From an optimization exercise on the open Yosys and OpenROAD flow, aimed at small area and a short achievable clock period; shortcuts taken in it are not production practice. The RTL was checked by simulation tests, not by an equivalence proof against the original design. Power is estimated from default activity; no workload was simulated.

$ cat flow/config.mk
export PLATFORM = sky130hd
export DESIGN_NAME = quantizer
export DESIGN_NICKNAME = quantizer
export VERILOG_FILES = /design/flow/design.v
export SDC_FILE = /design/flow/constraint.sdc
export NUM_CORES = 4
export LEC_CHECK = 0
export CAP_MARGIN = 20
export CORE_MARGIN = 2
export CORE_UTILIZATION = 60
export CTS_CLUSTER_DIAMETER = 100
export CTS_CLUSTER_SIZE = 30
export SETUP_SLACK_MARGIN = 2.2
export SLEW_MARGIN = 20
$ cat flow/constraint.sdc
create_clock -name core_clock -period 5.0 [get_ports {clk}]
set_input_delay 1.0000 -clock core_clock [delete_from_list [all_inputs] [get_ports {clk}]]
set_output_delay 1.0000 -clock core_clock [all_outputs]
set_load 0.01 [all_outputs]
$ cat flow/design.v
`timescale 1ns / 1ps
module quant_pre(
    input             clk,
    input             rst,
    input      [31:0] i_max,
    input      [31:0] i_activation,
    output reg [23:0] o_p,      
    output reg        o_a24,    
    output reg [22:0] o_nm,     
    output reg [2:0]  o_sh,     
    output reg        o_sat     
);
    wire [7:0]  em = i_max[30:23];
    wire [7:0]  ea = i_activation[30:23];
    wire [22:0] mm = i_max[22:0];
    wire [22:0] ma = i_activation[22:0];
    wire [7:0]  d  = em - ea;
    wire big  = ea > em;
    wire zero = ea < (em - 8'd8);
    wire eq   = (ea == em);
    reg [24:0] a;
    always @(*) begin
        if (zero & ~big)
            a = 25'd0;
        else if (eq)
            a = {1'b1, ma, 1'b0};
        else
            a = {2'b01, ma};
    end
    always @(posedge clk) begin
        o_p   <= a[23:0] ^ {1'b0, ~mm};
        o_a24 <= a[24];
        o_nm  <= ~mm;
        o_sh  <= eq ? 3'd0 : (d[2:0] - 3'd1);
        o_sat <= big | (eq & ~zero & (ma >= mm));
    end
endmodule
`timescale 1ns / 1ps
module quant_divider (
    input  [23:0] i_p,
    input         i_v24,
    input  [22:0] i_nm,
    output        o_bit,
    output [23:1] o_p,
    output        o_r23
);
    localparam N = 24;
    localparam L = 5;
    wire [N-1:0] b = {1'b0, i_nm};
    wire [N-1:0] p = i_p;
    wire [N-1:0] g = ~p & b;                   
    wire [N-1:0] G [0:2*L-1];
    wire [N-1:0] P [0:2*L-1];
    assign G[0] = {g[N-1:1], p[0] | b[0]};
    assign P[0] = {p[N-1:1], 1'b0};
    genvar l, i;
    generate
        for (l = 0; l < L; l = l + 1) begin : g_up
            for (i = 0; i < N; i = i + 1) begin : g_bit
                if (((i + 1) % (2 << l)) == 0) begin : m
                    assign G[l+1][i] = G[l][i] | (P[l][i] & G[l][i - (1 << l)]);
                    assign P[l+1][i] = P[l][i] & P[l][i - (1 << l)];
                end else begin : k
                    assign G[l+1][i] = G[l][i];
                    assign P[l+1][i] = P[l][i];
                end
            end
        end
        for (l = L - 2; l >= 0; l = l - 1) begin : g_dn
            for (i = 0; i < N; i = i + 1) begin : g_bit
                if (((i + 1) % (2 << l)) == (1 << l) && i > (1 << l)) begin : m
                    assign G[2*L-1-l][i] = G[2*L-2-l][i] | (P[2*L-2-l][i] & G[2*L-2-l][i - (1 << l)]);
                    assign P[2*L-1-l][i] = P[2*L-2-l][i] & P[2*L-2-l][i - (1 << l)];
                end else begin : k
                    assign G[2*L-1-l][i] = G[2*L-2-l][i];
                    assign P[2*L-1-l][i] = P[2*L-2-l][i];
                end
            end
        end
    endgenerate
    wire [N-1:0] cy  = G[2*L-1];               
    wire [N-1:0] cin = {cy[N-2:0], 1'b1};      
    assign o_bit = i_v24 | cy[N-1];
    wire [N:0]   bn  = {2'b00, i_nm};          
    wire [N-1:0] x   = p ^ bn[N:1];
    wire [N-1:0] sel = o_bit ? cin : b;
    wire [N-1:0] r   = x ^ sel ^ bn[N:1];
    assign o_r23 = r[N-1];
    assign o_p   = x[N-2:0] ^ sel[N-2:0];
endmodule
`timescale 1ns / 1ps
module quantizer(
    input         clk,
    input         rst,
    input  [31:0] i_max,
    input  [31:0] i_activation,
    output [7:0]  o_index
);
    wire [23:0] p0;
    wire        a24;
    wire [22:0] nm0;
    wire [2:0]  sh0;
    wire        sat0;
    quant_pre u_quant_pre(
        .clk(clk), .rst(rst), .i_max(i_max), .i_activation(i_activation),
        .o_p(p0), .o_a24(a24), .o_nm(nm0), .o_sh(sh0), .o_sat(sat0)
    );
    wire [23:1] p   [1:8];
    wire        r23 [1:8];
    wire [22:0] nm  [1:8];
    wire [2:0]  sh  [1:8];
    wire        sat [1:8];
    wire [7:0]  q   [1:8];    
    wire c1;
    quant_divider u_step1(.i_p(p0), .i_v24(a24), .i_nm(nm0),
                          .o_bit(c1), .o_p(p[1]), .o_r23(r23[1]));
    assign nm[1]  = nm0;
    assign sh[1]  = sh0;
    assign sat[1] = sat0;
    assign q[1]   = {7'd0, c1};
    genvar k;
    generate
        for (k = 2; k <= 8; k = k + 1) begin : g_stage
            reg [23:1] r_p;
            reg        r_r23;
            reg [22:0] r_nm;
            reg [2:0]  r_sh;
            reg        r_sat;
            reg [6:0]  r_q;
            always @(posedge clk) begin
                r_p   <= p[k-1];
                r_r23 <= r23[k-1];
                r_nm  <= nm[k-1];
                r_sh  <= sh[k-1];
                r_sat <= sat[k-1];
                r_q   <= q[k-1][6:0];
            end
            wire c;
            quant_divider u_step(.i_p({r_p, r_nm[0]}), .i_v24(r_r23), .i_nm(r_nm),
                                 .o_bit(c), .o_p(p[k]), .o_r23(r23[k]));
            assign nm[k]  = r_nm;
            assign sh[k]  = r_sh;
            assign sat[k] = r_sat;
            assign q[k]   = {r_q, c};
        end
    endgenerate
    wire [7:0] idx = sat[8] ? 8'hff : (q[8] >> sh[8]);
    reg [3:0] r_cnt;
    reg [7:0] r_index;
    always @(posedge clk or posedge rst) begin
        if (rst) begin
            r_cnt   <= 4'd0;
            r_index <= 8'd0;
        end else begin
            if (!r_cnt[3])
                r_cnt <= r_cnt + 4'd1;
            r_index <= idx & {8{r_cnt[3]}};
        end
    end
    assign o_index = r_index;
endmodule
$ cat flow/flow/run.sh
#!/bin/bash
# The standard ORFS layout, run whole; the only change is the cell used
# for the input and output port buffers (a plain buffer instead of the
# delay buffer the resizer picks by default).
set -euo pipefail
export BUFFER_PORTS_ARGS="-buffer_cell sky130_fd_sc_hd__buf_2"
bash standard.sh > standard.log 2>&1
$ cat flow/standard.sh
#!/bin/bash
# synth_recipe.tcl (not shown) runs the flow's synth.tcl, then flattens the netlist and writes it again
# the make line also repeats each setting of config.mk as NAME=value (left out here)
make -C /OpenROAD-flow-scripts/flow DESIGN_CONFIG=/design/flow/config.mk WORK_HOME=/design/flow/orfs CLKGATE_MAP_FILE= SYNTH_SCRIPT=/design/flow/synth_recipe.tcl "${@:-finish}"
==> results.json, run 1 <==
{
  "n_antenna_cell": 0,
  "layout_nets": 2073,
  "yosysTopAreaCellShare_pct": 45.1,
  "critical_path_arrival_ps": 3140,
  "max_cap_viol_count": 0,
  "irDropWorstVdd_mv": 0.276,
  "worstSkewPairLatency_ps": 530,
  "avgRoutedWirePerCell_um": 12.9,
  "ctsLongestPathBuffers": 3,
  "detail_route_antenna_nets": 0,
  "hpwlAfterDp_um": 23300,
  "synth_cell_type_count": 79,
  "start_util_pct": 61.2,
  "finish.cell_count_without_fillers": 2372,
  "layout-drive-gt1-share_pct": 9.75,
  "grt_start_max_net_pins": 32,
  "layout.core_utilization_pct": 66.0,
  "final.setup.tns_ps": 0,
  "layout.filler_cells": 2679,
  "worstSetupPathType": "reg2reg",
  "synthCells": 1892,
  "outcome": "no timing/DRC/antenna violations",
  "maxSlewHeadroom_pct": 30.5,
  "firstDrtPassIters": 5,
  "globalRouteOverflowTotal": 0,
  "fin_crit_sh_pct": 54.5,
  "worst_setup_path_end_kind": "register",
  "detail_route.drc_violations": 0,
  "detailroute.via_count": 12500,
  "synth_edf_count": 0,
  "grt_antenna_before_repair": 0,
  "die_h_um": 184,
  "hold_path_class": "reg2reg",
  "grt_pass1_vias": 11800,
  "tritoncts": "built",
  "clock_tree_root_driver_cell": "clkbuf_16",
  "timing.critical_path.fanout_max": 10,
  "place_area_mm2": 0.0203,
  "ios": 74,
  "die_width_um": 184,
  "power_density_mw_per_mm2": 613,
  "dp_cells": 2344,
  "cts.htree.levels": 1,
  "cts_num_sinks": 449,
  "cellLeakagePower_nw": 8.78,
  "area_delta_synth_final_pct": 7.80,
  "rsz0062_at_grt": "true",
  "postSynthRegisterBits": 449,
  "timing.final.max_slew_violations": 0,
  "synthArstFlopShare_pct": 2.67,
  "synth-seq-area-share_pct": 46.6,
  "post_synthesis_cell_area_mm2": 0.0194,
  "syn_avg_cell_area_um2": 10.3,
  "max_freq_mhz": 367,
  "yosys_warnings": 3,
  "cts_made_buffers": 18,
  "port_buf_inserts": 71,
  "area_of_the_core_mm2": 0.0317,
  "drt_iter0_drc": 387,
  "timing.clock.skew_ps": 21.9,
  "setup-violations-final": 0,
  "die_area_mm2": 0.0338,
  "cp-start-kind": "register",
  "routabilityCongestion": 0.878,
  "period_minus_slack_ps": 2730,
  "synth_nets": 1997,
  "yosys_most_used_dff": "dfxtp_1",
  "post-layout-total-power_mw": 12.8,
  "finalHoldViolCount": 0,
  "synth_largest_area_cell": "dfxtp_1",
  "synth_area_leaders": "dfxtp_1 (45%), xnor2_1 (9.6%), mux2i_1 (8.1%)",
  "drt-total-wl_um": 30500,
  "critPathRequiredTime_ps": 5420,
  "finish.instance_area_mm2": 0.0209,
  "vias_per_instance": 5.26,
  "grt_usage_pct": 17.8,
  "clkTransAtPathRegs_ps": 100,
  "transition_time_of_the_tightest_slew_check_pin_ps": 1040,
  "row_count": 65,
  "grt_first_pass_wirelength_um": 51200
}
-- stage by stage --
stage / setup slack [ps] / hold slack, ps
floorplan: 2170 / 310
global placement: 1790 / 311
detailed placement: 1740 / 312
CTS: 2190 / 332
global route: 2170 / 339
finish: 2270 / 330
-- registers in the layout (all words and copies together) (netlist names) --
| signal | cells |
|---|---|
| u_quant_pre.o_sh | 3 |
| u_quant_pre.o_p | 24 |
| g_stage.r_p | 161 |
| u_quant_pre.o_sat | 1 |
| u_quant_pre.o_nm | 23 |
| g_stage.r_sh | 21 |
| u_quant_pre.o_a24 | 1 |
| r_cnt | 4 |
| g_stage.r_nm | 161 |
| g_stage.r_sat | 7 |
| g_stage.r_q | 28 |
| r_index | 8 |
| g_stage.r_r23 | 7 |
-- cell usage after synthesis, types with 35 or more instances --
cell type  number
dfxtp_1       437
xnor2_1       213
mux2i_1       157
xor2_1        127
a21oi_1       116
nor2_1        105
inv_1          89
nand2_1        72
o21ai_0        48
nor2b_1        46
nand2b_1       45
ha_1           38
a31oi_1        35
-- cell type report --
type,count,area [um^2],area share [%]
Inverter,91,354,1.69
Tap cell,402,503,2.40
Clock buffer,21,462,2.21
Clock inverter,1,16.3,0.0778
Timing Repair Buffer,80,459,2.19
Sequential cell,449,9050,43.3
Multi-Input combinational cell,1328,10100,48.2
-- worst max-delay path, stage by stage (launching register included) --
cell and delay (ps):
dfxtp_1 420, mux2_4 330, a311oi_4 410, o221ai_2 210, a41o_1 340, nand4_2 250
nand3_4 260, mux2i_2 270, xnor2_1 130
-- placed cells by master, fill, tap and decap left out, types with 5 or more instances in the layout --
| cell | netlist | final |
|---|---|---|
| nand2b_1 | 45 | 45 |
| o31ai_1 | 5 | 5 |
| o21bai_1 | 7 | 7 |
| or2_2 | 11 | 11 |
| and2_1 | 8 | 8 |
| o21ai_1 | 8 | 6 |
| o32ai_1 | 7 | 7 |
| a21o_1 | 15 | 15 |
| o21a_1 | 19 | 19 |
| and3b_1 | 7 | 7 |
| and3_1 | 9 | 9 |
| buf_2 | 4 | 71 |
| ha_1 | 38 | 37 |
| nor2b_1 | 46 | 46 |
| nand3b_1 | 26 | 26 |
| a21boi_0 | 7 | 7 |
| clkbuf_16 | 0 | 18 |
| o22ai_1 | 11 | 11 |
| mux2i_1 | 157 | 155 |
| a21oi_1 | 116 | 99 |
| a21oi_2 | 2 | 19 |
| xnor2_1 | 213 | 213 |
| a311oi_1 | 7 | 7 |
| nor3b_1 | 6 | 6 |
| o211ai_1 | 9 | 9 |
| xor2_1 | 127 | 127 |
| inv_1 | 89 | 88 |
| dfxtp_1 | 437 | 436 |
| nand2_1 | 72 | 72 |
| o21ai_0 | 48 | 48 |
| a211oi_1 | 16 | 15 |
| mux2_2 | 15 | 15 |
| a31oi_1 | 35 | 35 |
| nor2_1 | 105 | 104 |
| nor3_1 | 13 | 12 |
| a31o_2 | 5 | 5 |
| nand3_1 | 16 | 16 |
| dfrtp_1 | 12 | 12 |
| nand4_1 | 26 | 26 |
-- layer usage --
metal  GRT usage [%]  wire (um)  up-vias
met5               0          0        -
met4            6.78       1080        0
met3            1.92        808       55
met2            34.4      15400      151
met1            20.0      13200     5568
li1                -          -     6708
-- logic make-up after synthesis --
logic type,Yosys count,share of synthesized area [%]
adder cells (fa/ha/maj),39,2.55
buffers and inverters,119,2.62
AO/OA/AOI/OAI,371,12.9
XOR/XNOR,340,15.3
multiplexers,174,9.10
AND/OR/NAND/NOR,400,10.9
flip-flops,449,46.6
-- where the power goes --
group          internal [mW]  switching [mW]
combinational           2.88            2.64
sequential              4.67            1.01
clock                  0.666           0.961
-- worst paths after layout --
path                            slack (ps)                 end  cells after the start          startpoint
worst max register to register        2270  g_stage[8].r_p[14]                      8  g_stage[7].r_nm[0]
worst min register to register         330   g_stage[5].r_q[3]                      0   g_stage[4].r_q[2]
worst min-delay path                   330   g_stage[5].r_q[3]                      0   g_stage[4].r_q[2]
max in group asynchronous             4250          r_index[3]                      2                 rst
worst max-delay path                  2270  g_stage[8].r_p[14]                      8  g_stage[7].r_nm[0]
min in group asynchronous              440          r_index[4]                      2                 rst
-- what timing repair did --
| item | in CTS | in global routing |
|---|---|---|
| hold buffers | 0 | 0 |
| setup endpoints to repair | 41 | 95 |
| buffers inserted | 2 | 0 |
| gates resized for setup | 2 | 15 |
| gates cloned | 2 | 2 |
| pin swaps | 2 | 2 |
==> run 2: changes to the inputs <==
--- a/flow/config.mk
+++ b/flow/config.mk
@@ -11,4 +11,4 @@
 export CTS_CLUSTER_DIAMETER = 100
 export CTS_CLUSTER_SIZE = 30
-export SETUP_SLACK_MARGIN = 2.2
+export SETUP_SLACK_MARGIN = 2.0
 export SLEW_MARGIN = 20
==> results.json, run 2 <==
{
  "outcome": "no timing/DRC/antenna violations",
  "power_density_mw_per_mm2": 616,
  "synth_largest_area_cell": "dfxtp_1",
  "hpwlAfterDp_um": 23300,
  "die_area_mm2": 0.0338,
  "worst_hold_slack_across_all_endpoints_ps": 332,
  "hold_path_class": "reg2reg",
  "globalRouteOverflowTotal": 0,
  "timing.clock.skew_ps": 9.27,
  "post_synthesis_cell_area_mm2": 0.0194,
  "hold_buffers": 0,
  "cts.htree.levels": 1,
  "ios": 74,
  "die_width_um": 184,
  "ctsLongestPathBuffers": 3,
  "hold_depth": 0,
  "grt_first_pass_wirelength_um": 52500,
  "yosys_warnings": 3,
  "fin_crit_sh_pct": 56.1,
  "period_minus_slack_ps": 2800,
  "avgRoutedWirePerCell_um": 12.8,
  "irDropWorstVdd_mv": 0.284,
  "grt_antenna_before_repair": 0,
  "area_of_the_core_mm2": 0.0317,
  "syn_avg_cell_area_um2": 10.3,
  "worstSkewPairLatency_ps": 520,
  "layout_top_registers": "g_stage.r_nm: 161 flops, g_stage.r_p: 161 flops, g_stage.r_q: 28 flops",
  "grt_usage_pct": 18.2,
  "critical_path_arrival_ps": 3180,
  "most-common-layout-cells": "dfxtp_1 (437), xnor2_1 (213), mux2i_1 (157)",
  "cts_made_buffers": 18,
  "synthCells": 1892,
  "layout_nets": 2070,
  "routabilityCongestion": 0.884,
  "yosys_most_used_dff": "dfxtp_1",
  "worstSetupPathType": "reg2reg",
  "synthArstFlopShare_pct": 2.67,
  "cts_num_sinks": 449,
  "detailroute.wirelength.met2_um": 15200,
  "detailroute.via_count": 12500,
  "final.setup.tns_ps": 0,
  "row_count": 65,
  "drt_iter0_drc": 469,
  "vias_per_instance": 5.27,
  "clock_tree_root_driver_cell": "clkbuf_16",
  "area_delta_synth_final_pct": 6.81,
  "synth_edf_count": 0,
  "n_antenna_cell": 0,
  "grt_pass1_vias": 12100,
  "worst_setup_path_end_kind": "register",
  "detail_route_antenna_nets": 0,
  "cp-start-kind": "register",
  "die_h_um": 184,
  "layout-drive-gt1-share_pct": 8.13,
  "detail_route.drc_violations": 0,
  "maxSlewHeadroom_pct": 24.0,
  "timing.critical_path.fanout_max": 5,
  "start_util_pct": 61.2,
  "setup-violations-final": 0,
  "detailroute.wirelength.met3_um": 798,
  "port_buf_inserts": 71,
  "finalHoldViolCount": 0,
  "tritoncts": "built",
  "max_freq_mhz": 357,
  "clkTransAtPathRegs_ps": 100,
  "synth_common_cells": "dfxtp_1 (437), xnor2_1 (213), mux2i_1 (157)",
  "synth-seq-area-share_pct": 46.6,
  "transition_time_of_the_tightest_slew_check_pin_ps": 1130,
  "met1_length_um": 13300,
  "yosys.cell_count.top_type": "dfxtp_1",
  "cellLeakagePower_nw": 8.75,
  "layout.cells.most_common": "dfxtp_1",
  "grt_start_max_net_pins": 32,
  "max_cap_viol_count": 0,
  "critPathRequiredTime_ps": 5370,
  "timing.final.max_slew_violations": 0,
  "firstDrtPassIters": 5,
  "top_signal_layer_used": "met4",
  "drt-total-wl_um": 30400,
  "rsz0062_at_grt": "false",
  "yosysTopAreaCellShare_pct": 45.1,
  "synth_area_leaders": "dfxtp_1 (45%), xnor2_1 (9.6%), mux2i_1 (8.1%)",
  "synth_nets": 1997,
  "synth_cell_type_count": 79,
  "timing.reg2reg.worst_path_depth": 7,
  "postSynthRegisterBits": 449
}
-- run 2: cell type report --
cell class / instances / area, um^2
tap: 402 / 503
inverter: 91 / 342
fill: 2634 / 11000
multi-input combinational: 1326 / 9910
timing repair buffer: 79 / 440
sequential: 449 / 9050
clock buffer: 22 / 487
-- run 2: final timing paths --
| check | startpoint | to | slack (ps) |
|---|---|---|---|
| max | u_quant_pre.o_nm[0] | g_stage[2].r_p[1] | 2200 |
| min | g_stage[7].r_sat | g_stage[8].r_sat | 330 |
| max reg2reg | u_quant_pre.o_nm[0] | g_stage[2].r_p[1] | 2200 |
| min reg2reg | g_stage[7].r_sat | g_stage[8].r_sat | 330 |
| max in group asynchronous | rst | r_index[1] | 4220 |
| min in group asynchronous | rst | r_index[2] | 470 |
-- run 2: power by group --
part / total (mW) / leakage [nW] / internal (mW) / switching (mW)
combinational: 5.43 / 4.68 / 2.84 / 2.60
sequential: 5.68 / 3.83 / 4.67 / 1.00
clock: 1.65 / 0.238 / 0.693 / 0.955
-- run 2: kinds of logic (layout without fill, tap and decap cells) --
| logic type | Yosys count | after routing | share of synthesized area (%) |
|---|---|---|---|
| AO/OA/AOI/OAI | 371 | 373 | 12.9 |
| adder cells (fa/ha/maj) | 39 | 39 | 2.55 |
| XOR/XNOR | 340 | 340 | 15.3 |
| AND/OR/NAND/NOR | 400 | 400 | 10.9 |
| flip-flops | 449 | 449 | 46.6 |
| multiplexers | 174 | 174 | 9.10 |
| buffers and inverters | 119 | 192 | 2.62 |
-- run 2: per-stage QoR --
step | total power [mW] | setup WS, ps | cells | utilization, % | cell area (um^2)
2_1_floorplan | 10.2 | 2000 | 1892 | - | 19400
3_3_place_gp | 11.0 | 1670 | 2343 | 63.5 | 20200
3_5_place_dp | 11.1 | 1650 | 2343 | 63.5 | 20200
4_1_cts | 12.8 | 2120 | 2367 | 65.1 | 20700
5_1_grt | 13.8 | 2020 | 2369 | 65.3 | 20700
6_report | 12.8 | 2200 | 2369 | 65.3 | 20700
-- run 2: per-layer routing --
metal	up-vias	global-route usage [%]
li1	6702	-
met1	5562	20.4
met2	165	35.0
met3	52	2.02
met4	0	7.36
met5	-	0
-- run 2: worst max-delay path: stages, from the launching register on --
cell       delay [ps]
dfxtp_1           400
nor2_1            220
a211oi_2          130
o2111ai_1         390
a211o_1           310
a211oi_2          130
nor4_1            930
xnor2_1           150
-- run 2: what timing repair did --
item | CTS | global route
pin swaps | 2 | 2
gates cloned | 2 | 0
setup endpoints to repair | 10 | 55
buffers inserted | 0 | 2
resized for setup | 0 | 4
==> run 3: changes to the inputs <==
--- a/flow/config.mk
+++ b/flow/config.mk
@@ -11,4 +11,4 @@
 export CTS_CLUSTER_DIAMETER = 100
 export CTS_CLUSTER_SIZE = 30
-export SETUP_SLACK_MARGIN = 2.0
+export SETUP_SLACK_MARGIN = 2.7
 export SLEW_MARGIN = 20
==> results.json, run 3 <==
{
  "outcome": "no timing/DRC/antenna violations",
  "synth_cell_type_count": 79,
  "grt_antenna_before_repair": 0,
  "period_minus_slack_ps": 2510,
  "ios": 74,
  "layout_nets": 2204,
  "postSynthRegisterBits": 449,
  "combinational_power_share_pct": 51.2,
  "grt_start_max_net_pins": 32,
  "drt_iter0_drc": 484,
  "top_cell_family_by_delay_on_the_critical_path": "compound AO/OA/AOI/OAI gates",
  "clkTransAtPathRegs_ps": 100,
  "hold_path_class": "reg2reg",
  "layout.cells.most_common": "dfxtp_1",
  "worstSetupPathType": "in2reg",
  "start_util_pct": 61.2,
  "cp-start-kind": "input pin",
  "grt_pass1_vias": 12600,
  "synth_common_cells": "dfxtp_1 (437), xnor2_1 (213), mux2i_1 (157)",
  "routabilityCongestion": 0.879,
  "grt_usage_pct": 20.3,
  "layout_top_registers": "g_stage.r_nm: 161 flops, g_stage.r_p: 161 flops, g_stage.r_q: 28 flops",
  "detailroute.via_count": 13500,
  "vias_per_instance": 5.37,
  "reg2reg_to": "g_stage[2].r_p[16]",
  "critical_path_arrival_ps": 2970,
  "yosys.cell_count.top_type": "dfxtp_1",
  "critical_path.n_buffers_inverters": 5,
  "setup-violations-final": 0,
  "synth_edf_count": 0,
  "cts_made_buffers": 18,
  "cellLeakagePower_nw": 9.72,
  "yosys_most_used_dff": "dfxtp_1",
  "cp_num_cells": 15,
  "ctsLongestPathBuffers": 3,
  "clock_tree_root_driver_cell": "clkbuf_16",
  "int_pwr_mw": 9.73,
  "area_delta_synth_final_pct": 22.7,
  "rsz0062_at_grt": "true",
  "globalRouteOverflowTotal": 0,
  "port_buf_inserts": 71,
  "synth-seq-area-share_pct": 46.6,
  "synth_area_leaders": "dfxtp_1 (45%), xnor2_1 (9.6%), mux2i_1 (8.1%)",
  "hpwlAfterDp_um": 23100,
  "worstSkewPairLatency_ps": 540,
  "transition_time_of_the_tightest_slew_check_pin_ps": 895,
  "max_cap_viol_count": 0,
  "worstReg2RegStart": "u_quant_pre.o_p[2]",
  "layout-drive-gt1-share_pct": 27.0,
  "synth_largest_area_cell": "dfxtp_1",
  "setup_crit_start": "i_activation[23]",
  "synthArstFlopShare_pct": 2.67,
  "firstDrtPassIters": 5,
  "syn_avg_cell_area_um2": 10.3,
  "detail_route_antenna_nets": 0,
  "timing.final.max_slew_violations": 0,
  "power_density_mw_per_mm2": 641,
  "timing.critical_path.slowest_stage_cell": "fa_2",
  "synth_nets": 1997,
  "yosysTopAreaCellShare_pct": 45.1,
  "tritoncts": "built",
  "hold_buffers": 0,
  "critical-path-max-stage-delay_ps": 340,
  "die_area_mm2": 0.0338,
  "final.setup.tns_ps": 0,
  "pwr-share-seq_pct": 38.0,
  "critPathRequiredTime_ps": 5460,
  "die_h_um": 184,
  "post_synthesis_cell_area_mm2": 0.0194,
  "cts_num_sinks": 449,
  "timing.critical_path.fanout_max": 6,
  "layout.filler_cells": 2193,
  "cts.htree.levels": 1,
  "timing.reg2reg.worst_path_depth": 11,
  "worst_setup_path_end_kind": "register",
  "finalHoldViolCount": 0,
  "worst-r2r-setup-slack_ps": 2500,
  "layout.core_utilization_pct": 75.1,
  "maxSlewHeadroom_pct": 40.1,
  "swShare_pct": 36.3,
  "fin_crit_sh_pct": 50.1,
  "clock_power_share_pct": 10.9,
  "timing.clock.skew_ps": 17.9,
  "synthCells": 1892,
  "drt-total-wl_um": 37400,
  "switchingPower_mw": 5.54,
  "grt_first_pass_wirelength_um": 57000,
  "row_count": 65,
  "avgRoutedWirePerCell_um": 14.9,
  "area_of_the_core_mm2": 0.0317,
  "detail_route.drc_violations": 0,
  "max_freq_mhz": 399,
  "die_width_um": 184,
  "yosys_warnings": 3,
  "n_antenna_cell": 0,
  "critical_path.cell_chain": "buf_8 -> inv_12 -> ha_4 -> fa_2 -> nor2b_2 -> buf_4 -> o21a_1 -> o21a_1 -> o21ai_2 -> a21oi_2 -> o21ai_2 -> buf_12 -> clkbuf_16 -> a21oi_4 -> xnor2_1",
  "irDropWorstVdd_mv": 0.297,
  "endpoint": "u_quant_pre.o_p[13]",
  "most-common-layout-cells": "dfxtp_1 (359), xnor2_1 (208), xor2_1 (127)"
}
run 3: cell types whose count changed in the layout (fill, tap and decap cells not counted), moves of 11 or more:
cell     change
a21oi_4     +17
dfxtp_1     -78
mux2i_1     -61
a21oi_2     +20
dfxtp_4     +27
mux2i_4     +12
buf_6       +16
a31oi_1     -11
buf_12      +13
a21oi_1     -37
buf_4       +84
dfxtp_2     +51
mux2i_2     +49
run 3: cells by family (layout without fill, tap and decap cells):
family | Yosys count | count (layout) | share of synthesized area, %
compound gates | 371 | 373 | 12.9
xor+xnor | 340 | 340 | 15.3
fa+ha+maj | 39 | 39 | 2.55
buf+inv | 119 | 323 | 2.62
flops | 449 | 449 | 46.6
mux | 174 | 174 | 9.10
simple gates | 400 | 403 | 10.9
run 3: worst register-to-register path, stage by stage, from the launching register on:
cell and delay, ps:
dfxtp_4 390, nand2_4 60, a211oi_4 260, o2111ai_2 210, a211o_1 400, a211oi_2 280, buf_4 170, nor3_4 40
buf_6 140, buf_8 140, mux2i_1 180, xnor2_1 150
run 3: worst min path at each step:
stage | from | end | depth (start not counted)
6_report | g_stage[7].r_q[4] | g_stage[8].r_q[5] | 0
5_1_grt | g_stage[7].r_sh[1] | g_stage[8].r_sh[1] | 0
4_1_cts | g_stage[5].r_q[0] | g_stage[6].r_q[1] | 0
3_5_place_dp | g_stage[2].r_sh[2] | g_stage[3].r_sh[2] | 0
3_3_place_gp | g_stage[3].r_q[1] | g_stage[4].r_q[2] | 0
2_1_floorplan | u_quant_pre.o_sat | g_stage[2].r_sat | 0
run 3: metrics by stage:
step | total power, mW | setup WS (ps) | std cells | cell area (um^2) | hold WS (ps)
after global routing | 16.3 | 2400 | 2503 | 23800 | 336
final | 15.3 | 2490 | 2503 | 23800 | 329
after detailed placement | 11.1 | 1760 | 2344 | 20300 | 312
after global placement | 11.0 | 1790 | 2344 | 20300 | 311
after CTS | 13.9 | 2540 | 2433 | 22100 | 333
after floorplan | 10.3 | 2170 | 1892 | 19600 | 310
run 3: area by class of cell:
| cell class | count | area (um^2) | share of cell area [%] |
|---|---|---|---|
| Clock buffer | 21 | 462 | 1.94 |
| Timing Repair Buffer | 210 | 1930 | 8.12 |
| Multi-Input combinational cell | 1329 | 11300 | 47.6 |
| Clock inverter | 1 | 16.3 | 0.0683 |
| Tap cell | 402 | 503 | 2.11 |
| Sequential cell | 449 | 9210 | 38.7 |
| Inverter | 91 | 357 | 1.50 |
run 3: power groups by stage:
stage / sequential [mW] / clock (mW) / combinational (mW)
final: 5.80 / 1.66 / 7.81
after global routing: 5.97 / 1.84 / 8.46
after CTS: 5.71 / 1.70 / 6.49
after detailed placement: 5.76 / 0 / 5.35
after global placement: 5.73 / 0 / 5.27
after floorplan: 5.52 / 0 / 4.74
run 3: layer usage:
metal | routed length (um) | GRT usage, % | vias up
met2 | 19800 | 40.3 | 203
li1 | - | - | 6975
met3 | 993 | 2.50 | 77
met1 | 14800 | 21.4 | 6196
met5 | 0 | 0 | -
met4 | 1730 | 8.48 | 0
run 3: timing repair:
action	in CTS	in global routing
cloned	15	7
setup buffers	52	63
resized for setup	153	267
endpoints found under the setup margin	199	185
pin swaps	66	111
==> run 4: changes to the inputs <==
--- a/flow/config.mk
+++ b/flow/config.mk
@@ -11,4 +11,4 @@
 export CTS_CLUSTER_DIAMETER = 100
 export CTS_CLUSTER_SIZE = 30
-export SETUP_SLACK_MARGIN = 2.7
+export SETUP_SLACK_MARGIN = 2.9
 export SLEW_MARGIN = 20
==> results.json, run 4 <==
{
  "clock_tree_root_driver_cell": "clkbuf_16",
  "layout.core_utilization_pct": 79.0,
  "die_width_um": 184,
  "synth_largest_area_cell": "dfxtp_1",
  "ios": 74,
  "yosys_most_used_dff": "dfxtp_1",
  "cellLeakagePower_nw": 10.0,
  "n_antenna_cell": 0,
  "synth-seq-area-share_pct": 46.6,
  "timing.reg2reg.worst_path_depth": 11,
  "critical_path_arrival_ps": 2910,
  "cts_made_buffers": 18,
  "synthCells": 1892,
  "postSynthRegisterBits": 449,
  "worst-r2r-setup-slack_ps": 2560,
  "layout.cells.most_common": "dfxtp_1",
  "drt_iter0_drc": 510,
  "final.setup.tns_ps": 0,
  "transition_time_of_the_tightest_slew_check_pin_ps": 773,
  "outcome": "no timing/DRC/antenna violations",
  "worstSkewPairLatency_ps": 540,
  "path_common_cell": "o21a_1",
  "worst_setup_path_end_kind": "register",
  "critical-path-max-stage-delay_ps": 340,
  "hold_depth": 0,
  "drt-total-wl_um": 39000,
  "hold_path_class": "reg2reg",
  "globalRouteOverflowTotal": 0,
  "reg2reg_to": "g_stage[4].r_p[2]",
  "post_synthesis_cell_area_mm2": 0.0194,
  "synth_nets": 1997,
  "yosys_warnings": 3,
  "timing.critical_path.fanout_max": 24,
  "detailroute.via_count": 13700,
  "yosysTopAreaCellShare_pct": 45.1,
  "critical_path.cell_chain": "buf_8 -> inv_12 -> ha_4 -> fa_2 -> nor2b_2 -> o21a_1 -> o21a_1 -> o21ai_0 -> a21oi_1 -> o21ai_2 -> buf_12 -> a21oi_4 -> xnor2_2",
  "cts_num_sinks": 449,
  "synth_area_leaders": "dfxtp_1 (45%), xnor2_1 (9.6%), mux2i_1 (8.1%)",
  "avgRoutedWirePerCell_um": 15.4,
  "detail_route.drc_violations": 0,
  "timing.hold.worst.start": "g_stage[7].r_q[4]",
  "worst_hold_path.endpoint": "g_stage[8].r_q[5]",
  "timing.critical_path.slowest_stage_cell": "fa_2",
  "tritoncts": "built",
  "hold_buffers": 0,
  "hpwlAfterDp_um": 23000,
  "clkTransAtPathRegs_ps": 100,
  "grt_antenna_before_repair": 0,
  "grt_start_max_net_pins": 32,
  "power_density_mw_per_mm2": 660,
  "start_util_pct": 61.2,
  "routabilityCongestion": 0.887,
  "ctsLongestPathBuffers": 3,
  "rsz0062_at_grt": "true",
  "setup-violations-final": 0,
  "vias_per_instance": 5.42,
  "grt_pass1_vias": 13300,
  "area_delta_synth_final_pct": 29.2,
  "area_of_the_core_mm2": 0.0317,
  "fin_crit_sh_pct": 49.0,
  "synth_cell_type_count": 79,
  "worstSetupPathType": "in2reg",
  "critPathRequiredTime_ps": 5470,
  "timing.clock.skew_ps": 19.9,
  "layout-drive-gt1-share_pct": 32.5,
  "max_freq_mhz": 408,
  "row_count": 65,
  "layout_top_registers": "g_stage.r_nm: 161 flops, g_stage.r_p: 161 flops, g_stage.r_q: 28 flops",
  "worstReg2RegStart": "g_stage[3].r_p[12]",
  "grt_first_pass_wirelength_um": 60600,
  "grt_usage_pct": 21.6,
  "finalHoldViolCount": 0,
  "max_cap_viol_count": 0,
  "detail_route_antenna_nets": 0,
  "yosys.cell_count.top_type": "dfxtp_1",
  "maxSlewHeadroom_pct": 48.2,
  "cts.htree.levels": 1,
  "synth_common_cells": "dfxtp_1 (437), xnor2_1 (213), mux2i_1 (157)",
  "timing.final.max_slew_violations": 0,
  "layout_nets": 2235,
  "irDropWorstVdd_mv": 0.374,
  "period_minus_slack_ps": 2450,
  "syn_avg_cell_area_um2": 10.3,
  "firstDrtPassIters": 5,
  "die_area_mm2": 0.0338,
  "synthArstFlopShare_pct": 2.67,
  "synth_edf_count": 0,
  "most-common-layout-cells": "dfxtp_1 (346), xnor2_1 (209), xor2_1 (127)",
  "die_h_um": 184,
  "port_buf_inserts": 71,
  "cp-start-kind": "input pin"
}
[run 4: cell counts after synthesis]
Identical to the previous run, type by type.
[run 4: worst max-delay path: cells and delay by family]
| family | cells | cell delay, ps |
|---|---|---|
| AO/OA/AOI/OAI | 6 | 820 |
| XOR/XNOR | 1 | 120 |
| adder cells (fa/ha/maj) | 2 | 480 |
| buffers and inverters | 3 | 320 |
| AND/OR/NAND/NOR | 1 | 130 |
[run 4: per-stage QoR]
step / instances / hold slack (ps) / total power [mW] / area (um^2) / setup WS, ps
floorplan: 1892 / 310 / 10.4 / 19800 / 2170
global placement: 2344 / 311 / 11.1 / 20400 / 1780
detailed placement: 2344 / 312 / 11.2 / 20400 / 1750
CTS: 2492 / 332 / 15.0 / 23400 / 2540
global route: 2534 / 341 / 17.5 / 25100 / 2450
finish: 2534 / 330 / 16.5 / 25100 / 2550
[run 4: report_power, final]
group	switching [mW]	internal, mW
sequential	1.10	4.74
combinational	4.02	5.03
clock	0.993	0.667
[run 4: worst max path at each step]
stage | slack, ps | endpoint | start
2_1_floorplan | 2170 | u_quant_pre.o_p[10] | i_activation[23]
3_5_place_dp | 1750 | u_quant_pre.o_p[0] | i_activation[23]
3_3_place_gp | 1780 | u_quant_pre.o_p[0] | i_activation[23]
5_1_grt | 2450 | u_quant_pre.o_p[0] | i_activation[23]
4_1_cts | 2540 | u_quant_pre.o_p[0] | i_activation[23]
6_report | 2550 | u_quant_pre.o_p[20] | i_activation[23]
[run 4: final cells by class]
type / instances / area [um^2]
well taps: 402 / 503
clock buffers: 21 / 462
fillers: 1979 / 6650
clock inverters: 1 / 16.3
repair buffers: 238 / 2330
inverters: 91 / 369
flip-flops and latches: 449 / 9210
multi-input cells: 1332 / 12200
[run 4: cells by family (layout without fill, tap and decap cells)]
logic type,count (synthesis),in the layout,share of synthesized area (%)
xor+xnor,340,340,15.3
compound gates,371,375,12.9
simple gates,400,404,10.9
buf+inv,119,351,2.62
mux,174,174,9.10
flops,449,449,46.6
fa+ha+maj,39,39,2.55
[run 4: repair_timing]
| item | in CTS | in global routing |
|---|---|---|
| setup buffers | 105 | 40 |
| cloned | 21 | 2 |
| pin swaps | 158 | 131 |
| setup endpoints to repair | 201 | 203 |
| gates resized for setup | 269 | 285 |
[run 4: routing by layer]
metal  part of all wire, %  global-route usage (%)
met5                     0                       0
met1                    40                    22.7
met2                    55                    43.7
met3                   2.2                    2.26
met4                   2.8                    7.71
==> run 5: changes to the inputs <==
--- a/flow/config.mk
+++ b/flow/config.mk
@@ -11,4 +11,4 @@
 export CTS_CLUSTER_DIAMETER = 100
 export CTS_CLUSTER_SIZE = 30
-export SETUP_SLACK_MARGIN = 2.9
+export SETUP_SLACK_MARGIN = 2.5
 export SLEW_MARGIN = 20
==> results.json, run 5 <==
{
  "clkTransAtPathRegs_ps": 110,
  "grt_pass1_vias": 12200,
  "detail_route_antenna_nets": 0,
  "dp_slack_ps": 1760,
  "synth_largest_area_cell": "dfxtp_1",
  "drt-total-wl_um": 34000,
  "cellLeakagePower_nw": 9.14,
  "postSynthRegisterBits": 449,
  "timing.critical_path.fanout_max": 6,
  "max_freq_mhz": 394,
  "rsz0062_at_grt": "true",
  "layout.cells.most_common": "dfxtp_1",
  "cts.htree.levels": 1,
  "routabilityCongestion": 0.880,
  "clock_tree_root_driver_cell": "clkbuf_16",
  "period_minus_slack_ps": 2540,
  "tritoncts": "built",
  "synthArstFlopShare_pct": 2.67,
  "die_area_mm2": 0.0338,
  "outcome": "no timing/DRC/antenna violations",
  "hold_depth": 0,
  "detailroute.via_count": 12900,
  "irDropWorstVdd_mv": 0.379,
  "most-common-layout-cells": "dfxtp_1 (411), xnor2_1 (210), mux2i_1 (138)",
  "port_buf_inserts": 71,
  "grt_start_max_net_pins": 32,
  "finish.instance_area_mm2": 0.0221,
  "synth_cell_type_count": 79,
  "timing.final.ws_setup_ps": 2460,
  "worstSkewPairLatency_ps": 530,
  "synth_common_cells": "dfxtp_1 (437), xnor2_1 (213), mux2i_1 (157)",
  "cts_num_sinks": 449,
  "synth_nets": 1997,
  "worst_hold_path.endpoint": "g_stage[7].r_q[1]",
  "synth-seq-area-share_pct": 46.6,
  "die_h_um": 184,
  "worst_setup_path_end_kind": "register",
  "power_density_mw_per_mm2": 622,
  "synthCells": 1892,
  "finalHoldViolCount": 0,
  "layout_nets": 2119,
  "timing.hold.worst.start": "g_stage[6].r_q[0]",
  "max_cap_viol_count": 0,
  "yosys.cell_count.top_type": "dfxtp_1",
  "cp-start-kind": "register",
  "timing.clock.skew_ps": 17.5,
  "area_of_the_core_mm2": 0.0317,
  "ios": 74,
  "grt_usage_pct": 18.7,
  "timing.final.max_slew_violations": 0,
  "place_area_mm2": 0.0203,
  "hpwlAfterDp_um": 23200,
  "reg2reg_to": "g_stage[8].r_p[3]",
  "firstDrtPassIters": 5,
  "vias_per_instance": 5.33,
  "synth_area_leaders": "dfxtp_1 (45%), xnor2_1 (9.6%), mux2i_1 (8.1%)",
  "timing.reg2reg.worst_path_depth": 8,
  "avgRoutedWirePerCell_um": 14.1,
  "setup-violations-final": 0,
  "drt_iter0_drc": 472,
  "hold_path_class": "reg2reg",
  "grt_antenna_before_repair": 0,
  "ctsLongestPathBuffers": 3,
  "critPathRequiredTime_ps": 5430,
  "syn_avg_cell_area_um2": 10.3,
  "final.setup.tns_ps": 0,
  "maxSlewHeadroom_pct": 41.7,
  "die_width_um": 184,
  "hold_buffers": 0,
  "worst-r2r-setup-slack_ps": 2460,
  "cts_made_buffers": 18,
  "fin_crit_sh_pct": 50.8,
  "area_delta_synth_final_pct": 13.8,
  "layout-drive-gt1-share_pct": 16.0,
  "yosys_warnings": 3,
  "n_antenna_cell": 0,
  "transition_time_of_the_tightest_slew_check_pin_ps": 871,
  "yosys_most_used_dff": "dfxtp_1",
  "detail_route.drc_violations": 0,
  "synth_edf_count": 0,
  "yosysTopAreaCellShare_pct": 45.1,
  "layout_top_registers": "g_stage.r_nm: 161 flops, g_stage.r_p: 161 flops, g_stage.r_q: 28 flops",
  "post_synthesis_cell_area_mm2": 0.0194,
  "worstSetupPathType": "reg2reg",
  "layout.filler_cells": 2471,
  "start_util_pct": 61.2,
  "globalRouteOverflowTotal": 0,
  "grt_first_pass_wirelength_um": 53400,
  "worstReg2RegStart": "g_stage[7].r_p[1]",
  "critical_path_arrival_ps": 2970,
  "post-layout-total-power_mw": 13.7,
  "row_count": 65
}
[run 5: changes by cell type in the layout (fill, tap and decap cells not counted), sizes merged]
cell	change
buf	-118
a31oi	-2
clkbuf	+5
nor3	-1
[run 5: layout make-up]
| class | instances | area [um^2] | area share [%] |
|---|---|---|---|
| multi-input cells | 1329 | 10600 | 47.9 |
| flip-flops and latches | 449 | 9090 | 41.2 |
| repair buffers | 125 | 1070 | 4.86 |
| well taps | 402 | 503 | 2.28 |
| clock buffers | 21 | 462 | 2.09 |
| inverters | 91 | 354 | 1.60 |
| clock inverters | 1 | 16.3 | 0.0736 |
[run 5: timing repair]
| action | in CTS | in global routing |
|---|---|---|
| buffers inserted | 12 | 23 |
| gates cloned | 6 | 11 |
| gates resized for setup | 47 | 108 |
| pin swaps | 16 | 54 |
| endpoints found under the setup margin | 182 | 174 |
[run 5: power by group]
group	internal (mW)	switching (mW)
Combinational	3.41	2.97
Sequential	4.68	1.04
Clock	0.667	0.978
Total	8.76	4.99
[run 5: stage by stage]
| step | hold WS, ps | std cells | utilization, % |
|---|---|---|---|
| 6_report | 327 | 2418 | 69.7 |
| 5_1_grt | 340 | 2418 | 69.7 |
| 4_1_cts | 333 | 2384 | 66.8 |
| 3_5_place_dp | 312 | 2344 | 63.9 |
| 3_3_place_gp | 311 | 2344 | 63.9 |
| 2_1_floorplan | 310 | 1892 | - |
[run 5: worst max path at each step]
stage	from	end	slack [ps]	cells after the start
global route	g_stage[7].r_p[1]	g_stage[8].r_p[3]	2380	8
CTS	g_stage[3].r_p[1]	g_stage[4].r_p[20]	2410	10
finish	g_stage[7].r_p[1]	g_stage[8].r_p[3]	2460	8
detailed placement	i_activation[23]	u_quant_pre.o_p[0]	1760	13
floorplan	i_activation[23]	u_quant_pre.o_p[10]	2170	13
global placement	i_activation[23]	u_quant_pre.o_p[0]	1790	13
[run 5: worst max-delay path, cell delays in order, from the launching register on]
cell and delay, ps:
dfxtp_2 360, mux2_4 330, a311oi_4 410, o221ai_4 180
a41o_4 330, nand4_4 170, nand3_4 220, mux2i_4 300
xnor2_1 140
[run 5: cells by family (layout without fill, tap and decap cells)]
family / Yosys count / in the layout / synth area share [%]
DFF: 449 / 449 / 46.6
and+or+nand+nor: 400 / 403 / 10.9
xor gates and xnor gates: 340 / 340 / 15.3
adders and majority gates: 39 / 39 / 2.55
AOI/OAI and AO/OA: 371 / 373 / 12.9
buffers and inverters: 119 / 238 / 2.62
muxes: 174 / 174 / 9.10
[run 5: routing by layer]
| metal | GRT usage, % | up-vias | part of all wire (%) |
|---|---|---|---|
| li1 | - | 6807 | - |
| met2 | 36.9 | 178 | 53 |
| met3 | 1.90 | 60 | 2.4 |
| met1 | 20.5 | 5837 | 41 |
| met4 | 7.07 | 0 | 4.1 |
| met5 | 0 | - | 0 |
==> run 6: changes to the inputs <==
--- a/flow/config.mk
+++ b/flow/config.mk
@@ -9,6 +9,7 @@
 export CORE_MARGIN = 2
 export CORE_UTILIZATION = 60
-export CTS_CLUSTER_DIAMETER = 100
-export CTS_CLUSTER_SIZE = 30
+export CTS_BUF_LIST = sky130_fd_sc_hd__clkbuf_8
+export CTS_CLUSTER_DIAMETER = 70
+export CTS_CLUSTER_SIZE = 18
 export SETUP_SLACK_MARGIN = 2.5
 export SLEW_MARGIN = 20
==> results.json, run 6 <==
{
  "finalHoldViolCount": 0,
  "yosys_most_used_dff": "dfxtp_1",
  "die_h_um": 184,
  "setup_crit_start": "g_stage[7].r_nm[0]",
  "grt_usage_pct": 18.8,
  "globalRouteOverflowTotal": 0,
  "worstReg2RegStart": "g_stage[7].r_nm[0]",
  "synth_largest_area_cell": "dfxtp_1",
  "detail_route.drc_violations": 0,
  "n_antenna_cell": 0,
  "switchingPower_mw": 5.05,
  "cts.htree.levels": 1,
  "timing.reg2reg.worst_path_depth": 9,
  "area_delta_synth_final_pct": 14.0,
  "synth_common_cells": "dfxtp_1 (437), xnor2_1 (213), mux2i_1 (157)",
  "drt_iter0_drc": 491,
  "outcome": "no timing/DRC/antenna violations",
  "post_synthesis_cell_area_mm2": 0.0194,
  "synth_nets": 1997,
  "final.setup.tns_ps": 0,
  "hold_buffers": 0,
  "drt-total-wl_um": 33500,
  "cp-start-kind": "register",
  "transition_time_of_the_tightest_slew_check_pin_ps": 1190,
  "cts_made_buffers": 29,
  "synthArstFlopShare_pct": 2.67,
  "clock_tree_root_driver_cell": "clkbuf_8",
  "clock_power_share_pct": 11.6,
  "start_util_pct": 61.2,
  "setup-violations-final": 0,
  "max_cap_viol_count": 0,
  "irDropWorstVdd_mv": 0.290,
  "int_pwr_mw": 8.85,
  "die_area_mm2": 0.0338,
  "detail_route_antenna_nets": 0,
  "critical_path_arrival_ps": 3100,
  "ios": 74,
  "synth_area_leaders": "dfxtp_1 (45%), xnor2_1 (9.6%), mux2i_1 (8.1%)",
  "synthCells": 1892,
  "dp_slack_ps": 1760,
  "synth-seq-area-share_pct": 46.6,
  "combinational_power_share_pct": 47.2,
  "max_freq_mhz": 393,
  "timing.final.ws_setup_ps": 2460,
  "dp_cells": 2344,
  "area_of_the_core_mm2": 0.0317,
  "grt_start_max_net_pins": 27,
  "worstSkewPairLatency_ps": 620,
  "grt_first_pass_wirelength_um": 53600,
  "pwr-share-seq_pct": 41.2,
  "row_count": 65,
  "most-common-layout-cells": "dfxtp_1 (404), xnor2_1 (211), mux2i_1 (130)",
  "ctsLongestPathBuffers": 3,
  "timing.clock.skew_ps": 32.9,
  "fin_crit_sh_pct": 50.8,
  "worst_setup_path_end_kind": "register",
  "grt_antenna_before_repair": 0,
  "maxSlewHeadroom_pct": 20.4,
  "yosys.cell_count.top_type": "dfxtp_1",
  "cts_num_sinks": 449,
  "vias_per_instance": 5.31,
  "hold_path_class": "reg2reg",
  "firstDrtPassIters": 5,
  "tritoncts": "built",
  "avgRoutedWirePerCell_um": 13.8,
  "die_width_um": 184,
  "power_density_mw_per_mm2": 628,
  "port_buf_inserts": 71,
  "synth_cell_type_count": 79,
  "postSynthRegisterBits": 449,
  "finish.cell_count_without_fillers": 2439,
  "synth_edf_count": 0,
  "syn_avg_cell_area_um2": 10.3,
  "layout_nets": 2134,
  "layout-drive-gt1-share_pct": 17.7,
  "timing.final.max_slew_violations": 0,
  "rsz0062_at_grt": "true",
  "clkTransAtPathRegs_ps": 100,
  "period_minus_slack_ps": 2540,
  "layout.filler_cells": 2459,
  "cellLeakagePower_nw": 9.15,
  "routabilityCongestion": 0.880,
  "detailroute.via_count": 12900,
  "yosysTopAreaCellShare_pct": 45.1,
  "swShare_pct": 36.3,
  "critPathRequiredTime_ps": 5560,
  "hpwlAfterDp_um": 23200,
  "hold_depth": 0,
  "layout_top_registers": "g_stage.r_nm: 161 flops, g_stage.r_p: 161 flops, g_stage.r_q: 28 flops",
  "worst_hold_slack_across_all_endpoints_ps": 327,
  "timing.critical_path.fanout_max": 11,
  "worstSetupPathType": "reg2reg",
  "yosys_warnings": 3,
  "layout.cells.most_common": "dfxtp_1",
  "timing.hold.worst.start": "g_stage[7].r_q[4]",
  "grt_pass1_vias": 12300
}
-- run 6: logic make-up after synthesis --
logic type      share of synthesized area (%)
mux                                      9.10
fa+ha+maj                                2.55
flops                                    46.6
simple gates                             10.9
compound gates                           12.9
xor+xnor                                 15.3
buf+inv                                  2.62
-- run 6: per-stage QoR --
stage	power (mW)	utilization [%]	area, um^2
4_1_cts	13.3	67.0	21300
5_1_grt	14.9	69.7	22100
2_1_floorplan	10.3	-	19600
3_3_place_gp	11.0	63.9	20300
3_5_place_dp	11.1	63.9	20300
6_report	13.9	69.7	22100
-- run 6: area by class of cell --
type | count | area, um^2 | area share [%]
multi-input cells | 1328 | 10600 | 47.8
flip-flops and latches | 449 | 9100 | 41.2
repair buffers | 130 | 1100 | 4.97
well taps | 402 | 503 | 2.27
clock buffers | 30 | 413 | 1.87
inverters | 91 | 354 | 1.60
clock inverters | 9 | 73.8 | 0.334
-- run 6: critical path, cell delays in order, from the launching register on --
cell      delay [ps]
dfxtp_4          390
mux2_4           300
a311oi_4         430
o221ai_4         180
a41o_4           330
nand4_4          150
nand3_4          110
buf_12           210
mux2i_2          210
xnor2_1          150
-- run 6: worst paths after layout --
kind                                endpoint  slack (ps)
setup reg to reg           g_stage[8].r_p[3]        2460
setup / recovery           g_stage[8].r_p[3]        2460
hold / removal             g_stage[8].r_q[5]         330
max in group asynchronous         r_index[7]        4350
min in group asynchronous           r_cnt[1]         350
hold reg to reg            g_stage[8].r_q[5]         330
-- run 6: layer usage --
metal  vias to the layer above  global-route usage [%]  wire, um
li1                       6834                       -         -
met1                      5851                    20.5     13700
met2                       197                    36.8     17900
met3                        59                    2.32       941
met4                         0                    7.14      1040
met5                         -                       0         0
-- run 6: power by group through the flow --
stage               clock, mW  combinational (mW)  sequential, mW
global route             1.80                7.20            5.90
global placement            0                5.27            5.73
finish                   1.61                6.57            5.73
CTS                      1.68                5.94            5.68
floorplan                   0                4.74            5.52
detailed placement          0                5.35            5.76
-- run 6: repair_timing --
item,in CTS,in global routing
pin swaps,16,43
setup buffers,17,25
resized for setup,40,128
cloned,6,8
endpoints found under the setup margin,160,174
==> run 7: changes to the inputs <==
==> flow/flow/run.sh (replaced) <==
#!/bin/bash
# The standard ORFS layout, run whole; the only change is the cell used
# for the input and output port buffers (the smallest plain buffer instead of the
# delay buffer the resizer picks by default).
set -euo pipefail
export BUFFER_PORTS_ARGS="-buffer_cell sky130_fd_sc_hd__buf_1"
bash standard.sh > standard.log 2>&1
--- a/flow/config.mk
+++ b/flow/config.mk
@@ -9,7 +9,6 @@
 export CORE_MARGIN = 2
 export CORE_UTILIZATION = 60
-export CTS_BUF_LIST = sky130_fd_sc_hd__clkbuf_8
-export CTS_CLUSTER_DIAMETER = 70
-export CTS_CLUSTER_SIZE = 18
-export SETUP_SLACK_MARGIN = 2.5
+export CTS_CLUSTER_DIAMETER = 100
+export CTS_CLUSTER_SIZE = 30
+export SETUP_SLACK_MARGIN = 2.4
 export SLEW_MARGIN = 20
==> results.json, run 7 <==
{
  "area_of_the_core_mm2": 0.0317,
  "row_count": 65,
  "grt.met3_usage_pct": 1.92,
  "die_width_um": 184,
  "grt_pass1_vias": 12000,
  "irDropWorstVdd_mv": 0.267,
  "globalRouteOverflowTotal": 0,
  "rsz0062_at_grt": "false",
  "critical_path.cell_chain": "mux2i_1 -> o211ai_1 -> a31oi_2 -> o21ai_2 -> a21oi_4 -> o31ai_4 -> buf_6 -> buf_12 -> mux2i_2 -> xnor2_1",
  "synth_cell_type_count": 79,
  "worst_setup_path_end_kind": "register",
  "n_antenna_cell": 0,
  "outcome": "no timing/DRC/antenna violations",
  "synth_common_cells": "dfxtp_1 (437), xnor2_1 (213), mux2i_1 (157)",
  "hpwlAfterDp_um": 23200,
  "ios": 74,
  "met1_usage_pct": 20.8,
  "setup-violations-final": 0,
  "final.setup.tns_ps": 0,
  "yosysTopAreaCellShare_pct": 45.1,
  "period_minus_slack_ps": 2560,
  "critical-path-max-stage-delay_ps": 390,
  "detail_route.drc_violations": 0,
  "max_cap_viol_count": 0,
  "die_area_mm2": 0.0338,
  "synth_area_leaders": "dfxtp_1 (45%), xnor2_1 (9.6%), mux2i_1 (8.1%)",
  "critical_path_arrival_ps": 3010,
  "worstSetupPathType": "reg2reg",
  "vias_per_instance": 5.29,
  "tritoncts": "built",
  "clock_power_share_pct": 12.4,
  "detail_route_antenna_nets": 0,
  "synthCells": 1892,
  "finalHoldViolCount": 0,
  "synth_largest_area_cell": "dfxtp_1",
  "layout.cells.most_common": "dfxtp_1",
  "timing.final.max_slew_violations": 0,
  "cts.htree.levels": 1,
  "cellLeakagePower_nw": 8.77,
  "swShare_pct": 36.1,
  "area_delta_synth_final_pct": 10.8,
  "yosys_warnings": 3,
  "switchingPower_mw": 4.85,
  "drt_iter0_drc": 387,
  "maxSlewHeadroom_pct": 46.7,
  "yosys_most_used_dff": "dfxtp_1",
  "critical_path.n_buffers_inverters": 2,
  "start_util_pct": 61.2,
  "clock_tree_root_driver_cell": "clkbuf_16",
  "avgRoutedWirePerCell_um": 13.6,
  "cts_made_buffers": 18,
  "hold_buffers": 0,
  "combinational_power_share_pct": 45.2,
  "syn_avg_cell_area_um2": 10.3,
  "ctsLongestPathBuffers": 3,
  "int_pwr_mw": 8.58,
  "fin_crit_sh_pct": 51.2,
  "drt-total-wl_um": 32500,
  "postSynthRegisterBits": 449,
  "layout_top_registers": "g_stage.r_nm: 161 flops, g_stage.r_p: 161 flops, g_stage.r_q: 28 flops",
  "firstDrtPassIters": 5,
  "grt_antenna_before_repair": 0,
  "critPathRequiredTime_ps": 5450,
  "global_route.usage.met2_pct": 35.7,
  "synth_edf_count": 0,
  "hold_path_class": "reg2reg",
  "layout-drive-gt1-share_pct": 9.59,
  "timing.critical_path.slowest_stage_cell": "dfxtp_4",
  "cp-start-kind": "register",
  "worstSkewPairLatency_ps": 520,
  "power_density_mw_per_mm2": 625,
  "grt_most_used_layer": "met2",
  "finish.cell_count_without_fillers": 2393,
  "detailroute.via_count": 12700,
  "most-common-layout-cells": "dfxtp_1 (425), xnor2_1 (213), mux2i_1 (145)",
  "routabilityCongestion": 0.881,
  "grt_first_pass_wirelength_um": 52700,
  "synth_nets": 1997,
  "yosys.cell_count.top_type": "dfxtp_1",
  "synth-seq-area-share_pct": 46.6,
  "cts_num_sinks": 449,
  "max_freq_mhz": 391,
  "port_buf_inserts": 71,
  "layout_nets": 2094,
  "clkTransAtPathRegs_ps": 100,
  "synthArstFlopShare_pct": 2.67,
  "transition_time_of_the_tightest_slew_check_pin_ps": 797,
  "dp_cells": 2344,
  "timing.clock.skew_ps": 10.6,
  "timing.critical_path.fanout_max": 6,
  "grt_start_max_net_pins": 32,
  "top_cell_family_by_delay_on_the_critical_path": "compound AO/OA/AOI/OAI gates",
  "pwr-share-seq_pct": 42.4,
  "die_h_um": 184,
  "post_synthesis_cell_area_mm2": 0.0194,
  "grt_usage_pct": 18.4
}
run 7: cell counts after synthesis:
No cell type changed its count.
run 7: metal layers:
metal  vias to the layer above  wire (um)
li1                       6748          -
met5                         -          0
met1                      5703      13900
met4                         0       1150
met2                       156      16700
met3                        56        772
run 7: path summary, 6_finish.rpt:
check	startpoint	cells past startpoint	slack, ps	to
worst max-delay path	g_stage[2].r_nm[1]	10	2440	g_stage[3].r_p[2]
worst min-delay path	g_stage[3].r_sh[2]	0	330	g_stage[4].r_sh[2]
worst max register to register	g_stage[2].r_nm[1]	10	2440	g_stage[3].r_p[2]
worst min register to register	g_stage[3].r_sh[2]	0	330	g_stage[4].r_sh[2]
max in group asynchronous	rst	2	4270	r_index[1]
min in group asynchronous	rst	2	430	r_index[4]
run 7: cells by family (layout without fill, tap and decap cells):
family,after synthesis,after routing,share of synthesized area [%]
DFF,449,449,46.6
and+or+nand+nor,400,403,10.9
AOI/OAI and AO/OA,371,374,12.9
xor gates and xnor gates,340,340,15.3
muxes,174,174,9.10
buffers and inverters,119,212,2.62
adders and majority gates,39,39,2.55
run 7: through the flow:
step	instance area (um^2)	utilization (%)	power, mW	setup slack (ps)	hold slack, ps
after detailed placement	20200	63.6	11.1	1680	312
after floorplan	19600	-	10.3	2170	310
after global routing	21500	67.8	14.5	2350	340
after CTS	20900	65.8	13.0	2340	332
final	21500	67.8	13.4	2440	333
after global placement	20200	63.6	11.0	1680	311
run 7: final cells by class:
cell class / instances / area [um^2]
Multi-Input combinational cell: 1330 / 10400
Timing Repair Buffer: 99 / 692
Sequential cell: 449 / 9070
Tap cell: 402 / 503
Fill cell: 2518 / 10200
Clock buffer: 22 / 487
Inverter: 91 / 354
run 7: power groups by stage:
stage / Sequential (mW) / Clock (mW) / Combinational [mW]
detailed placement: 5.76 / 0 / 5.34
CTS: 5.68 / 1.73 / 5.60
global route: 5.87 / 1.84 / 6.73
global placement: 5.73 / 0 / 5.26
floorplan: 5.52 / 0 / 4.74
finish: 5.70 / 1.66 / 6.08
run 7: what timing repair did:
action / in CTS / in global routing
pin swaps: 5 / 23
endpoints found under the hold margin: 0 / 0
resized for setup: 19 / 78
buffers inserted: 3 / 11
endpoints found under the setup margin: 173 / 162
gates cloned: 5 / 8
==> run 8: changes to the inputs <==
--- a/flow/config.mk
+++ b/flow/config.mk
@@ -11,4 +11,4 @@
 export CTS_CLUSTER_DIAMETER = 100
 export CTS_CLUSTER_SIZE = 30
-export SETUP_SLACK_MARGIN = 2.4
+export SETUP_SLACK_MARGIN = 2.6
 export SLEW_MARGIN = 20
==> results.json, run 8 <==
{
  "finalHoldViolCount": 0,
  "synth-seq-area-share_pct": 46.6,
  "area_of_the_core_mm2": 0.0317,
  "post_synthesis_cell_area_mm2": 0.0194,
  "cts_made_buffers": 18,
  "port_buf_inserts": 71,
  "drt-total-wl_um": 36100,
  "worstReg2RegStart": "g_stage[2].r_p[1]",
  "most-common-layout-cells": "dfxtp_1 (384), xnor2_1 (205), xor2_1 (127)",
  "switchingPower_mw": 5.28,
  "rsz0062_at_grt": "true",
  "critical_path.n_buffers_inverters": 6,
  "outcome": "no timing/DRC/antenna violations",
  "cts_num_sinks": 449,
  "setup-violations-final": 0,
  "grt_start_max_net_pins": 32,
  "cellLeakagePower_nw": 9.28,
  "tritoncts": "built",
  "place_area_mm2": 0.0202,
  "layout.filler_cells": 2335,
  "worst-r2r-setup-slack_ps": 2450,
  "synth_area_leaders": "dfxtp_1 (45%), xnor2_1 (9.6%), mux2i_1 (8.1%)",
  "detail_route_antenna_nets": 0,
  "hpwlAfterDp_um": 23200,
  "max_freq_mhz": 383,
  "globalRouteOverflowTotal": 0,
  "timing.final.max_slew_violations": 0,
  "synth_largest_area_cell": "dfxtp_1",
  "postSynthRegisterBits": 449,
  "worstSkewPairLatency_ps": 520,
  "routabilityCongestion": 0.881,
  "pwr-share-seq_pct": 39.5,
  "irDropWorstVdd_mv": 0.306,
  "yosysTopAreaCellShare_pct": 45.1,
  "critPathRequiredTime_ps": 5450,
  "die_h_um": 184,
  "row_count": 65,
  "critical_path.cell_chain": "buf_8 -> inv_12 -> ha_4 -> fa_2 -> nor2b_2 -> buf_4 -> o21a_1 -> o21a_1 -> o21ai_2 -> a21oi_2 -> o21ai_2 -> buf_6 -> buf_12 -> buf_16 -> a21oi_4 -> xnor2_1",
  "timing.critical_path.slowest_stage_cell": "fa_2",
  "multi_input_comb_area_mm2": 0.0111,
  "yosys.cell_count.top_type": "dfxtp_1",
  "critical_path_arrival_ps": 3060,
  "hold_path_class": "reg2reg",
  "dp_cells": 2344,
  "cp-start-kind": "input pin",
  "critical-path-max-stage-delay_ps": 370,
  "synth_common_cells": "dfxtp_1 (437), xnor2_1 (213), mux2i_1 (157)",
  "synth_cell_type_count": 79,
  "yosys.area_share.xor_xnor_pct": 15.3,
  "vias_per_instance": 5.37,
  "grt_pass1_vias": 12400,
  "layout.cells.most_common": "dfxtp_1",
  "area_delta_synth_final_pct": 18.9,
  "regArea_mm2": 0.00915,
  "clkTransAtPathRegs_ps": 100,
  "synthArstFlopShare_pct": 2.67,
  "swShare_pct": 36.2,
  "ios": 74,
  "top_cell_family_by_delay_on_the_critical_path": "buffers and inverters",
  "cts.htree.levels": 1,
  "grt_first_pass_wirelength_um": 56000,
  "syn_avg_cell_area_um2": 10.3,
  "synth_compound_area_share_pct": 12.9,
  "synth_top_family_by_area": "XOR/XNOR gates",
  "grt_usage_pct": 19.9,
  "post_synth_fa_ha_maj_area_fraction_pct": 2.55,
  "power_density_mw_per_mm2": 632,
  "clock_tree_root_driver_cell": "clkbuf_16",
  "worst_setup_path_end_kind": "register",
  "reg2reg_to": "g_stage[3].r_p[14]",
  "period_minus_slack_ps": 2610,
  "final.setup.tns_ps": 0,
  "int_pwr_mw": 9.30,
  "max_cap_viol_count": 0,
  "layout_top_registers": "g_stage.r_nm: 161 flops, g_stage.r_p: 161 flops, g_stage.r_q: 28 flops",
  "synth_nets": 1997,
  "worst_hold_path.endpoint": "g_stage[5].r_sh[1]",
  "detail_route.drc_violations": 0,
  "timing.critical_path.fanout_max": 6,
  "ctsLongestPathBuffers": 3,
  "fin_crit_sh_pct": 52.2,
  "yosys_most_used_dff": "dfxtp_1",
  "transition_time_of_the_tightest_slew_check_pin_ps": 736,
  "grt_antenna_before_repair": 0,
  "n_antenna_cell": 0,
  "layout_nets": 2163,
  "timing.reg2reg.worst_path_depth": 10,
  "firstDrtPassIters": 4,
  "synth_simple_gate_area_share_pct": 10.9,
  "start_util_pct": 61.2,
  "finish.instance_area_mm2": 0.0231,
  "worstSetupPathType": "in2reg",
  "maxSlewHeadroom_pct": 50.8,
  "timing.clock.skew_ps": 10.4,
  "synth.mux.area_fraction_pct": 9.10,
  "avgRoutedWirePerCell_um": 14.7,
  "hold_buffers": 0,
  "finish.cell_count_without_fillers": 2462,
  "die_area_mm2": 0.0338,
  "timing.hold.worst.start": "g_stage[4].r_sh[1]",
  "drt_iter0_drc": 397,
  "combinational_power_share_pct": 49.1,
  "synth_edf_count": 0,
  "hold_depth": 0,
  "clock_power_share_pct": 11.5,
  "yosys_warnings": 3,
  "synthCells": 1892,
  "layout-drive-gt1-share_pct": 18.7,
  "die_width_um": 184,
  "detailroute.via_count": 13200
}
-- run 8: area by class of cell --
class / instances / area share (%)
Multi-Input combinational cell: 1330 / 48.0
Clock buffer: 22 / 2.11
Inverter: 91 / 1.54
Timing Repair Buffer: 168 / 6.53
Sequential cell: 449 / 39.7
Tap cell: 402 / 2.18
-- run 8: worst max-delay path by stage --
| stage | start | to | cells past startpoint |
|---|---|---|---|
| after global routing | i_activation[23] | u_quant_pre.o_p[19] | 16 |
| after CTS | i_activation[23] | u_quant_pre.o_p[21] | 16 |
| after global placement | i_activation[23] | u_quant_pre.o_p[0] | 13 |
| final | i_activation[23] | u_quant_pre.o_p[8] | 16 |
| after detailed placement | i_activation[23] | u_quant_pre.o_p[0] | 13 |
| after floorplan | i_activation[23] | u_quant_pre.o_p[10] | 13 |
-- run 8: power by group through the flow --
stage	combinational, mW	sequential [mW]	clock, mW
CTS	6.12	5.69	1.73
global route	7.81	5.93	1.85
floorplan	4.74	5.52	0
finish	7.16	5.75	1.67
global placement	5.26	5.73	0
detailed placement	5.34	5.76	0
-- run 8: cell families (layout without fill, tap and decap cells) --
family | Yosys count | in the layout
DFF | 449 | 449
muxes | 174 | 174
AOI/OAI and AO/OA | 371 | 374
xor gates and xnor gates | 340 | 340
adders and majority gates | 39 | 39
buffers and inverters | 119 | 281
and+or+nand+nor | 400 | 403
-- run 8: per-stage QoR --
stage                     util, %  hold WS [ps]  total power [mW]  setup WS, ps
after CTS                    68.6           332              13.5          2420
after global routing         72.7           338              15.6          2320
after global placement       63.6           311              11.0          1680
final                        72.7           333              14.6          2390
after detailed placement     63.6           312              11.1          1680
after floorplan                 -           310              10.3          2170
-- run 8: what timing repair did --
item                       in CTS  in global routing
setup buffers                  39                 34
pin swaps                      55                 98
setup endpoints to repair     188                179
gates resized for setup       118                195
cloned                         15                  8
-- run 8: per-layer routing --
metal  part of all wire, %  vias to the layer above  track usage, %
li1                      -                     6903               -
met1                    40                     6095            21.4
met2                    54                      166            39.9
met3                   2.3                       56            2.04
met4                   3.2                        0            6.91
met5                     0                        -               0

-- separate check: timing with driven ports --
No port has a modelled driver above. Below, the same layouts with a new extraction and two added sets of constraints. Step 1 (the two cells are an assumption about what drives the block):
set clk [get_ports {clk}]
set_driving_cell -lib_cell sky130_fd_sc_hd__clkbuf_16 $clk
set_driving_cell -lib_cell sky130_fd_sc_hd__buf_2 [delete_from_list [all_inputs] $clk]
Step 2 times the ports against the registers' clock, not the clock port: input delays grow and output delays shrink by t, the midpoint of the rising clock arrivals with the driver on. Three values: ideal, step 1, step 2; two values: the first two.
| run | t (ns) | slack for setup (ns) | worst hold slack (ns) | latest minus earliest clock arrival (ns) | pins driven straight from the clock port |
|---|---|---|---|---|---|
| run 1 | 0.568 | 2.275 / 2.275 / 1.810 | 0.330 / 0.330 / 0.330 | 0.023 / 0.022 | 1 |
| run 2 | 0.568 | 2.197 / 2.197 / 1.855 | 0.332 / 0.332 / 0.332 | 0.011 / 0.012 | 1 |
| run 3 | 0.577 | 2.494 / 2.481 / 1.905 | 0.329 / 0.329 / 0.329 | 0.018 / 0.019 | 1 |
| run 4 | 0.576 | 2.552 / 2.546 / 1.970 | 0.330 / 0.330 / 0.330 | 0.022 / 0.022 | 1 |
| run 5 | 0.575 | 2.460 / 2.460 / 1.947 | 0.327 / 0.327 / 0.327 | 0.020 / 0.019 | 1 |
| run 6 | 0.657 | 2.458 / 2.458 / 1.914 | 0.327 / 0.322 / 0.327 | 0.036 / 0.036 | 1 |
| run 7 | 0.569 | 2.442 / 2.442 / 1.926 | 0.333 / 0.333 / 0.333 | 0.011 / 0.011 | 1 |
| run 8 | 0.571 | 2.390 / 2.392 / 1.822 | 0.333 / 0.333 / 0.333 | 0.011 / 0.011 | 1 |
After both steps every run listed still meets setup and hold. The setup slack of run 3, which loses most, moves by -0.013 ns with the drivers and by -0.589 ns with both steps.
